What follows belongs to an exercise in optimizing a design on an open flow for small area and a short achievable clock period; a production flow would make more cautious choices.
Only simulation tests tie the RTL to the original design; equivalence was not proved.
Power is estimated from default activity; no workload was simulated.

red:
## CPU
module CPU(clk,rst,data_out,instr_out,instr_read,data_read,instr_addr,data_addr,data_write,data_in);
input             clk;
input             rst;
input      [31:0] data_out;
input      [31:0] instr_out;
output            instr_read;
output     [31:0] instr_addr;
output            data_read;
output     [31:0] data_addr;
output     [3:0]  data_write;
output     [31:0] data_in;
assign instr_read = 1'b1;
wire [31:0] ins = instr_out;
wire [6:0]  op  = ins[6:0];
wire [2:0]  f3  = ins[14:12];
wire [4:0]  rd  = ins[11:7];
wire [4:0]  rs1 = ins[19:15];
wire [4:0]  rs2 = ins[24:20];
wire is_lui   = (op == 7'b0110111);
wire is_auipc = (op == 7'b0010111);
wire is_jal   = (op == 7'b1101111);
wire is_jalr  = (op == 7'b1100111);
wire is_br    = (op == 7'b1100011);
wire is_ld    = (op == 7'b0000011);
wire is_st    = (op == 7'b0100011);
wire is_opi   = (op == 7'b0010011);
wire is_op    = (op == 7'b0110011);
wire [31:0] imm_i = {{20{ins[31]}}, ins[31:20]};
wire [31:0] imm_s = {{20{ins[31]}}, ins[31:25], ins[11:7]};
wire [31:0] imm_b = {{20{ins[31]}}, ins[7], ins[30:25], ins[11:8], 1'b0};
wire [31:0] imm_u = {ins[31:12], 12'b0};
wire [31:0] imm_j = {{12{ins[31]}}, ins[19:12], ins[20], ins[30:21], 1'b0};
reg  [31:0] pc;
reg  [31:0] rf [1:31];    
reg  [31:1] valid;        
assign instr_addr = pc;
integer i;
reg [30:0] sel1, sel2;
always @(*) begin
    for (i = 1; i < 32; i = i + 1) begin
        sel1[i-1] = valid[i] & (rs1 == i);
        sel2[i-1] = valid[i] & (rs2 == i);
    end
end
wire [31:0] r1, r2;
genvar gb, ge;
generate for (gb = 0; gb < 32; gb = gb + 1) begin : rdbit
    wire [30:0] col;
    for (ge = 1; ge < 32; ge = ge + 1) begin : ent
        assign col[ge-1] = rf[ge][gb];
    end
    rdmux m1(.sel(sel1), .d(col), .y(r1[gb]));
    rdmux m2(.sel(sel2), .d(col), .y(r2[gb]));
end endgenerate
wire [31:0] addr;
addr_add u_addr(.a(r1), .imm(is_st ? {ins[31:25], ins[11:7]} : ins[31:20]), .y(addr));
assign data_addr = addr;
wire [1:0] idx = addr[1:0];
wire [31:0] pc_rel;                      
add32s u_pcrel(.a(pc), .b(is_jal ? imm_j : (is_br ? imm_b : imm_u)), .y(pc_rel));
wire [31:0] pc4;
inc30 u_pc4(.a(pc[31:2]), .y(pc4[31:2]));
assign pc4[1:0] = pc[1:0];
wire        eq, lt, ltu, lti, ltiu;
brcmp  u_cmp(.a(r1), .b(r2), .eq(eq), .lt(lt), .ltu(ltu));
  ...
Size: ~4300 cells after synthesis, ~1100 flip-flops, ~170 I/O pins, about 0.057 mm² of cells after synthesis.
Settings: LEC_CHECK=0, CAP_MARGIN=20, CORE_MARGIN=2, CORE_UTILIZATION=35, CTS_BUF_LIST=sky130_fd_sc_hd__clkbuf_8, PLACE_DENSITY=0.6, SETUP_SLACK_MARGIN=3, SLEW_MARGIN=20, SYNTH_HIERARCHICAL=1; clock period 12.0 ns.
run.sh (not shown) runs the stock make flow with config.mk's settings and CLKGATE_MAP_FILE= SYNTH_SCRIPT=/design/flow/synth_recipe.tcl, a recipe that flattens the netlist after the stock synthesis.
[inputs] blue vs red
- PLACE_DENSITY: 0.6 -> 0.5
- SETUP_SLACK_MARGIN: 3 -> 4
- CORE_UTILIZATION: 35 -> 30
Notes after the runs:
- blue against red; clock power is up by a little under 10%.
- Diff blue and red: combinational gate power higher in blue
- Total power: blue above red
- In blue, the register-to-register slack came out 0.38 ns above the value in red.
- Relative to red, the first-iteration DRC count of blue is lower by 10%.

* * *

Starting RTL as in the previous note.
export LEC_CHECK = 0
export CAP_MARGIN = 20
export CORE_MARGIN = 2
export CORE_UTILIZATION = 30
export CTS_BUF_LIST = sky130_fd_sc_hd__clkbuf_8
export PLACE_DENSITY = 0.5
export SETUP_SLACK_MARGIN = 3.5
export SLEW_MARGIN = 20
export SYNTH_HIERARCHICAL = 1
create_clock -name core_clock -period 12.0 [get_ports {clk}]
The first run finished with timing, DRC and antenna clean.
Rerun with:
SETUP_SLACK_MARGIN = 3   (was 3.5)
Outcome: First-iteration DRC count goes down by 6.3%. Power came out lower by 3.8%. Wire length shrinks by 5.3%. Cell area went down by 3.4%.

==> re-timing with driven ports <==
The flow's constraints put no driver on any port. The routed layouts listed below were extracted and timed again, unchanged, in two steps. Step 1 (the two cells are an assumption about what drives the block):
set clk [get_ports {clk}]
set_driving_cell -lib_cell sky130_fd_sc_hd__clkbuf_16 $clk
set_driving_cell -lib_cell sky130_fd_sc_hd__buf_2 [delete_from_list [all_inputs] $clk]
Step 2 moves the port delays by t, midway between the first and last clock arrival at a register: inputs arrive t later, outputs are due t later. That takes back most of the time a late clock gives input paths. Slacks: ideal ports / drivers / drivers and shift; pairs: ideal ports / drivers.
| run | t (ns) | setup WS [ns] | worst hold slack (ns) | worst setup path at the end |
|---|---|---|---|---|
| red | 0.997 | 2.822 / 2.681 / 2.148 | 0.496 / 0.496 / 0.496 | input to register |
| blue | 1.014 | 3.306 / 3.124 / 2.813 | 0.555 / 0.555 / 0.555 | input to register |
| the first run of note 2 | 0.998 | 3.214 / 3.039 / 2.664 | 0.512 / 0.512 / 0.512 | input to register |
| the second run of note 2 | 1.006 | 2.888 / 2.778 / 2.249 | 0.493 / 0.493 / 0.493 | input to register |
After both steps every run listed still meets setup and hold. For red, which loses most, drivers alone change the setup slack by -0.141 ns; drivers and shift together by -0.674 ns.
